Source: an optimization exercise on an open RTL-to-GDS flow (aim: small area, a short achievable clock period and few clock cycles). Production flows keep margins and buffers that such runs may drop. The RTL was checked by simulation tests, not by an equivalence proof against the original design.

[design/flow/config.mk]
export PLATFORM = sky130hd
export DESIGN_NAME = JAM
export DESIGN_NICKNAME = JAM
export VERILOG_FILES = /design/flow/design.v
export SDC_FILE = /design/flow/constraint.sdc
export NUM_CORES = 4
export LEC_CHECK = 0
export CAP_MARGIN = 20
export CORE_MARGIN = 2
export CORE_UTILIZATION = 40
export SLEW_MARGIN = 20
[design/flow/constraint.sdc]
create_clock -name core_clock -period 5.0 [get_ports {CLK}]
set_input_delay 1.0000 -clock core_clock [delete_from_list [all_inputs] [get_ports {CLK}]]
set_output_delay 1.0000 -clock core_clock [all_outputs]
set_load 0.01 [all_outputs]
[design/flow/design.v]
module JAM (
input CLK,
input RST,
output [2:0] W,
output [2:0] J,
input [6:0] Cost,
output [3:0] MatchCount,
output [9:0] MinCost,
output Valid );
localparam P_RED = 2'd0, P_DFS = 2'd1, P_DONE = 2'd2;
reg [1:0] phase;
reg [6:0] a;         
reg [6:0] d;         
reg [6:0] rm [0:7];
reg [6:0] cm [0:7];
reg [7:0] zc [0:7];  
reg [9:0] base;      
reg [9:0] S [1:7];   
reg [2:0] js [0:7];  
reg [7:0] ph;        
reg [7:0] used;      
reg [2:0] lv;        
reg       ev;        
reg       st;        
reg [9:0] best;
reg [3:0] cnt;
assign MinCost = best;
assign MatchCount = cnt;
assign Valid = (phase == P_DONE);
wire       pass2 = d[6];
wire [2:0] dw = pass2 ? d[2:0] : d[5:3];
wire [2:0] dj = pass2 ? d[5:3] : d[2:0];
wire [6:0] rmin = (dj == 3'd0 || Cost < rm[dw]) ? Cost : rm[dw];
wire [6:0] x = Cost - rm[dw];
wire       xlt = x < cm[dj];
wire       xeq = x == cm[dj];
wire [6:0] cmin = (dw == 3'd0 || xlt) ? x : cm[dj];
wire [7:0] dwbit = 8'd1 << dw;
wire [7:0] zcol = (dw == 3'd0 || xlt) ? dwbit : (xeq ? (zc[dj] | dwbit) : zc[dj]);
function [7:0] zrow(input [2:0] w);
    integer k;
    for (k = 0; k < 8; k = k + 1) zrow[k] = zc[k][w];
endfunction
function [7:0] above(input [2:0] j);
    above = ~((8'd2 << j) - 8'd1);
endfunction
function [4:0] pick(input [7:0] m0, input [7:0] m1);
    integer k;
    reg f; reg [2:0] jj; reg p;
    begin
        f = 1'b0; jj = 3'd0; p = 1'b0;
        for (k = 7; k >= 0; k = k - 1)
            if (m1[k]) begin f = 1'b1; jj = k; p = 1'b1; end
        for (k = 7; k >= 0; k = k - 1)
            if (m0[k]) begin f = 1'b1; jj = k; p = 1'b0; end
        pick = {f, p, jj};
    end
endfunction
wire [2:0] lvp = lv - 3'd1;
wire [2:0] lvpp = lv - 3'd2;
wire [2:0] lvc = lv + 3'd1;
wire [2:0] jc = js[lv];
wire [2:0] jp = js[lvp];
wire [2:0] jpp = js[lvpp];
wire [9:0] Sc = (lv == 3'd0) ? base : S[lv];
wire [9:0] Sp = (lvp == 3'd0) ? base : S[lvp];
wire [7:0] bc = 8'd1 << jc;
wire [7:0] bp = 8'd1 << jp;
wire [7:0] bpp = 8'd1 << jpp;
wire [10:0] v = ph[lv] ? ({1'b0, Sc} + {4'd0, Cost} - {4'd0, rm[lv]} - {4'd0, cm[jc]}) : {1'b0, Sc};
wire le = v <= {1'b0, best};
wire lt = v <  {1'b0, best};
wire leaf = (lv == 3'd7);
wire lfe = ev & leaf;
wire [7:0] zch = zrow(lvc);
wire [7:0] fch = ~(used | bc);
wire [4:0] cch = pick(zch & fch, ~zch & fch & {8{lt}});
wire desc = ev & ~leaf & le & cch[4];
wire [7:0] zcu = zrow(lv);
wire [7:0] fcu = ~used;
wire [7:0] acu = st ? 8'hff : above(jc);
wire       alc = Sc < best;
wire [4:0] csb = pick(ph[lv] ? 8'd0 : (zcu & fcu & acu), ~zcu & fcu & (ph[lv] ? acu : 8'hff) & {8{alc}});
wire [7:0] zpa = zrow(lvp);
wire [7:0] fpa = ~(used & ~bp);
wire [7:0] apa = above(jp);
wire       alp = (Sp < best) & ~(lfe & (v <= {1'b0, Sp}));
wire [4:0] cpa = pick(ph[lvp] ? 8'd0 : (zpa & fpa & apa), ~zpa & fpa & (ph[lvp] ? apa : 8'hff) & {8{alp}});
reg [2:0] nW, nJ;
always @(*) begin
    if (phase == P_RED) begin
        nW = a[6] ? a[2:0] : a[5:3];
        nJ = a[6] ? a[5:3] : a[2:0];
    end else if (desc) begin
        nW = lvc; nJ = cch[2:0];
    end else if (csb[4]) begin
        nW = lv; nJ = csb[2:0];
    end else begin
        nW = lvp; nJ = cpa[2:0];
    end
end
assign W = nW;
assign J = nJ;
integer i;
always @(posedge CLK or posedge RST) begin
    if (RST) begin
        phase <= P_RED;
        a <= 7'd0;
        d <= 7'd0;
        for (i = 0; i < 8; i = i + 1) begin
            rm[i] <= 7'd0;
            cm[i] <= 7'd0;
            zc[i] <= 8'd0;
            js[i] <= 3'd0;
        end
        for (i = 1; i < 8; i = i + 1) S[i] <= 10'd0;
        base <= 10'd0;
        ph <= 8'd0;
        used <= 8'd0;
        lv <= 3'd0;
        ev <= 1'b0;
        st <= 1'b0;
        best <= 10'h3ff;
        cnt <= 4'd0;
    end else begin
        case (phase)
        P_RED: begin
            a <= a + 7'd1;
            d <= a;
            if (!pass2) begin
                rm[dw] <= rmin;
                if (dj == 3'd7) base <= base + rmin;
            end else begin
                cm[dj] <= cmin;
                zc[dj] <= zcol;
                if (dw == 3'd7) base <= base + cmin;
                if (d == 7'd127) begin
                    phase <= P_DFS;
                    st <= 1'b1;
                end
            end
        end
        P_DFS: begin
            st <= 1'b0;
            if (lfe) begin
                if (lt) begin best <= v[9:0]; cnt <= 4'd1; end
                else if (v[9:0] == best) cnt <= cnt + 4'd1;
            end
            if (desc) begin
                S[lvc] <= v[9:0];
                used <= used | bc;
                lv <= lvc;
                js[lvc] <= cch[2:0];
                ph[lvc] <= cch[3];
                ev <= 1'b1;
            end else if (csb[4]) begin
                js[lv] <= csb[2:0];
                ph[lv] <= csb[3];
                ev <= 1'b1;
            end else if (lv != 3'd0 && cpa[4]) begin
                lv <= lvp;
                used <= used & ~bp;
                js[lvp] <= cpa[2:0];
                ph[lvp] <= cpa[3];
                ev <= 1'b1;
            end else if (lv <= 3'd1) begin
                phase <= P_DONE;
                ev <= 1'b0;
            end else begin
                lv <= lvpp;
                used <= used & ~bp & ~bpp;
                ev <= 1'b0;
            end
        end
        default: ;
        endcase
    end
end
endmodule
[design/flow/run.sh]
#!/bin/bash
# synth_recipe.tcl (not shown) runs the flow's synth.tcl, then flattens the netlist and writes it again
# the make line also repeats each setting of config.mk as NAME=value (left out here)
make -C /OpenROAD-flow-scripts/flow DESIGN_CONFIG=/design/flow/config.mk WORK_HOME=/design/flow/orfs CLKGATE_MAP_FILE= SYNTH_SCRIPT=/design/flow/synth_recipe.tcl finish
==> run summary <==
[per-layer routing]
| layer | wire (um) | global-route usage, % | vias up | share of wire (%) |
|---|---|---|---|---|
| li1 | - | - | 11600 | - |
| met4 | 4620 | 13.4 | 0 | 4.5 |
| met3 | 9950 | 6.02 | 278 | 9.7 |
| met5 | 0 | 0 | - | 0 |
| met2 | 45200 | 49.5 | 1404 | 44 |
| met1 | 42300 | 44.6 | 12800 | 41 |
[cells in the mapped netlist (10+ instances only)]
| cell type | instances |
|---|---|
| buf_2 | 25 |
| a22oi_1 | 33 |
| a31oi_1 | 42 |
| nand3_1 | 102 |
| nor3_1 | 39 |
| nand2b_1 | 12 |
| nand2_1 | 437 |
| mux4_2 | 36 |
| mux2i_1 | 92 |
| nor4_1 | 11 |
| nor2b_1 | 18 |
| o21a_1 | 16 |
| a21boi_0 | 14 |
| a221oi_1 | 24 |
| nor2_1 | 219 |
| xnor2_1 | 24 |
| ha_1 | 94 |
| mux2_2 | 71 |
| a21oi_1 | 231 |
| buf_1 | 22 |
| a2111oi_0 | 12 |
| nand4_1 | 42 |
| o31ai_1 | 15 |
| inv_1 | 97 |
| o211ai_1 | 16 |
| dfstp_2 | 10 |
| dfrtp_1 | 321 |
| a222oi_1 | 17 |
| a211oi_1 | 15 |
| clkbuf_1 | 106 |
| fa_1 | 16 |
| a311oi_1 | 11 |
| a221o_1 | 10 |
| and3_1 | 22 |
| buf_6 | 10 |
| a21o_1 | 23 |
| buf_4 | 15 |
| o21ai_0 | 216 |
[registers in the layout, indices dropped and copies added (netlist names), 3 cells and up]
register	cells
best	10
rm	56
d	7
lv	3
base	10
ph	8
cnt	4
cm	56
S	70
a	7
js	24
used	8
zc	64
[critical path: cells and delay by family (launching register included)]
family,cells,cell delay [ns]
simple gates,5,0.70
fa+ha+maj,6,1.91
buf+inv,10,1.34
compound gates,17,2.71
flops,1,0.43
xor+xnor,2,0.23
mux,1,0.19
[path summary, 6_finish.rpt]
kind / slack [ns] / to / cells after the start / from
max: -4.15 / W[0] / 41 / lv[1]$_DFFE_PP0P_
min: 0.51 / best[6]$_DFFE_PP1P_ / 2 / best[6]$_DFFE_PP1P_
max reg2reg: -3.29 / S[5][2]$_DFFE_PP0P_ / 43 / lv[1]$_DFFE_PP0P_
min reg2reg: 0.51 / best[6]$_DFFE_PP1P_ / 2 / best[6]$_DFFE_PP1P_
max in group asynchronous: 3.30 / zc[7][7]$_DFFE_PP0P_ / 3 / RST
min in group asynchronous: 0.96 / phase[0]$_DFFE_PP0P_ / 3 / RST
[placed cells by master, fill, tap and decap left out, types with 36 or more instances in the layout]
master,count
a21oi_1,180
a21oi_2,50
a31oi_1,38
buf_4,745
buf_6,52
clkbuf_16,47
dfrtp_1,317
ha_1,75
inv_1,90
mux2_2,51
mux2i_1,85
mux4_2,36
nand2_1,394
nand3_1,97
nand4_1,42
nor2_1,179
o21ai_0,158
o21ai_1,39
[logic make-up (layout without fill, tap and decap cells)]
family / count (synthesis) / in the layout / synth area share, %
AOI/OAI and AO/OA: 840 / 840 / 23.3
xor gates and xnor gates: 32 / 32 / 1.26
adders and majority gates: 110 / 110 / 6.30
buffers and inverters: 280 / 1041 / 5.11
DFF: 331 / 331 / 34.9
muxes: 207 / 207 / 11.1
other: 0 / 1 / 0
and+or+nand+nor: 955 / 955 / 18.1
[repair_timing]
item / CTS / global route
gates resized for setup: 234 / 277
buffers inserted: 34 / 52
setup endpoints to repair: 261 / 263
gates cloned: 3 / 8
endpoints found under the hold margin: 0 / 0
pin swaps: 77 / 106
[layout make-up]
type,instances,area share [%]
clock inverter,12,0.398
clock buffer,65,3.79
sequential,331,24.2
inverter,102,1.16
timing repair buffer,862,20.9
multi-input combinational,2144,46.7
tap,773,2.82
antenna,1,0.00731
==> flow_metrics.py <==
metrics = {
    "status": {
        "run_status": "finished with violations",
        "violations": "setup timing",
    },
    "floorplan": {
        "die_h_um": 248,
        "dieArea_sq_um": 61400,
        "core_sq_um": 58900,
        "rows": 89,
        "io_pins": 30,
        "start_util_pct": 40.4,
        "fp.dieW_um": 248,
    },
    "route": {
        "vias": 26000,
        "drc_errors": 0,
        "dr.pass1.iters": 6,
        "drt_iter0_drc": 2690,
        "viasPerCell": 6.07,
        "wl_per_cell_um": 23.8,
        "drt_wl_total_um": 102000,
        "detail-route-antenna-nets": 0,
    },
    "sta": {
        "finClkSkew_ns": 0.0258,
        "setup_violations": 146,
        "fin_crit_sh_pct": 183,
        "hold_viol": 0,
        "fin_crit_ns": 9.15,
        "setup_slack_ns": -4.15,
        "max_freq_ghz": 0.109,
        "fin_hold_ws_ns": 0.513,
        "relSlewSlack_pct": 22.1,
        "tns_ns": -428.18,
        "slew_violations": 0,
        "tightest_slew_ns": 1.17,
        "grt_setup_unrepaired": "yes",
    },
    "worst_setup_path": {
        "critPathSlowestCell": "fa_2",
        "critPathKind": "reg2out",
        "slowest_delay_ns": 0.60,
        "worst_setup_path_end_kind": "primary output",
        "start_kind": "register",
        "crit_fanout": 7,
        "cp_data_required_time_ns": 4.00,
        "worst_ep_arrival_time_ns": 8.15,
    },
    "place": {
        "numPlacedInstances": 4124,
        "post-place-ws_ns": -4.22,
        "gp_congestion": 1.01,
        "dp_hpwl_um": 73600,
        "placed_area_sq_um": 30200,
        "io_buffers": 29,
    },
    "grt": {
        "grt_pass1_vias": 25100,
        "grt_use_total_pct": 32.2,
        "grt_max_degree": 128,
        "antenna_found_initial": 0,
        "globalRouteOverflowTotal": 0,
        "grt_first_pass_wirelength_um": 151000,
    },
    "clock_network": {
        "cts_tree": "built",
        "clkSinkCount": 331,
        "cts_inserted_buffers": 42,
        "clk_pin_slew_ns": 0.06,
        "clockBufferDepth": 3,
        "clk-insertion-delay-late_ns": 0.60,
        "cts.htree.levels": 2,
        "ctsHoldBuffers": 0,
        "clockRootBuffer": "clkbuf_16",
    },
    "cells_and_area": {
        "final_cell_area_sq_um": 34200,
        "regArea_sq_um": 8300,
        "syn2layout_area_growth_pct": 44.1,
        "n_fill_cell": 5059,
        "layout-drive-gt1-share_pct": 38.8,
        "utilization_pct": 58.1,
        "nets": 3602,
        "fin_cells": 4290,
        "multi_input_area_sq_um": 16000,
    },
    "yosys": {
        "ys_types": 108,
        "synth.largest_area_cell": "dfrtp_1",
        "ys_ff_latch": 331,
        "synth_ff_type": "dfrtp_1",
        "synthTopCellsByArea": "dfrtp_1 (34%), nand2_1 (6.9%), ha_1 (4.9%)",
        "ys_warn_count": 6,
        "syn-cell-area_sq_um": 23800,
        "synth_top_area_share_pct": 33.8,
        "ys_seq_area_share_pct": 34.9,
        "synth_edf_count": 0,
        "syn_nets": 2874,
        "async_flop_share_pct": 100,
        "syn_inst": 2755,
        "syn_avg_cell_area_sq_um": 8.63,
    },
    "worst_hold_path": {
        "hp-class": "reg2reg",
    },
    "job": {
        "drv_cap": 0,
    },
}
Testbench counts, summed over its fixed seeds: cycles 8,663.

## afterwards: timing with drivers on the ports
Ports are ideal in the flow. The routed layout listed here was re-timed in OpenROAD.
Step 1 (the two cells are an assumption about what drives the block):
set clk [get_ports {CLK}]
set_driving_cell -lib_cell sky130_fd_sc_hd__clkbuf_16 $clk
set_driving_cell -lib_cell sky130_fd_sc_hd__buf_2 [delete_from_list [all_inputs] $clk]
Step 2 times the ports against the registers' clock, not the clock port: input delays grow and output delays shrink by t, the midpoint of the rising clock arrivals with the driver on.
Slacks: no drivers / after step 1 / after step 2; pairs: no drivers / after step 1.
shift t [ns]: 0.647
slack for setup (ns): -4.153 / -4.218 / -3.571
worst hold slack (ns): 0.513 / 0.513 / 0.513
worst slew at a driven data input, ns: 0.04
For this run, drivers alone change the setup slack by -0.065 ns; drivers and shift together by +0.582 ns.
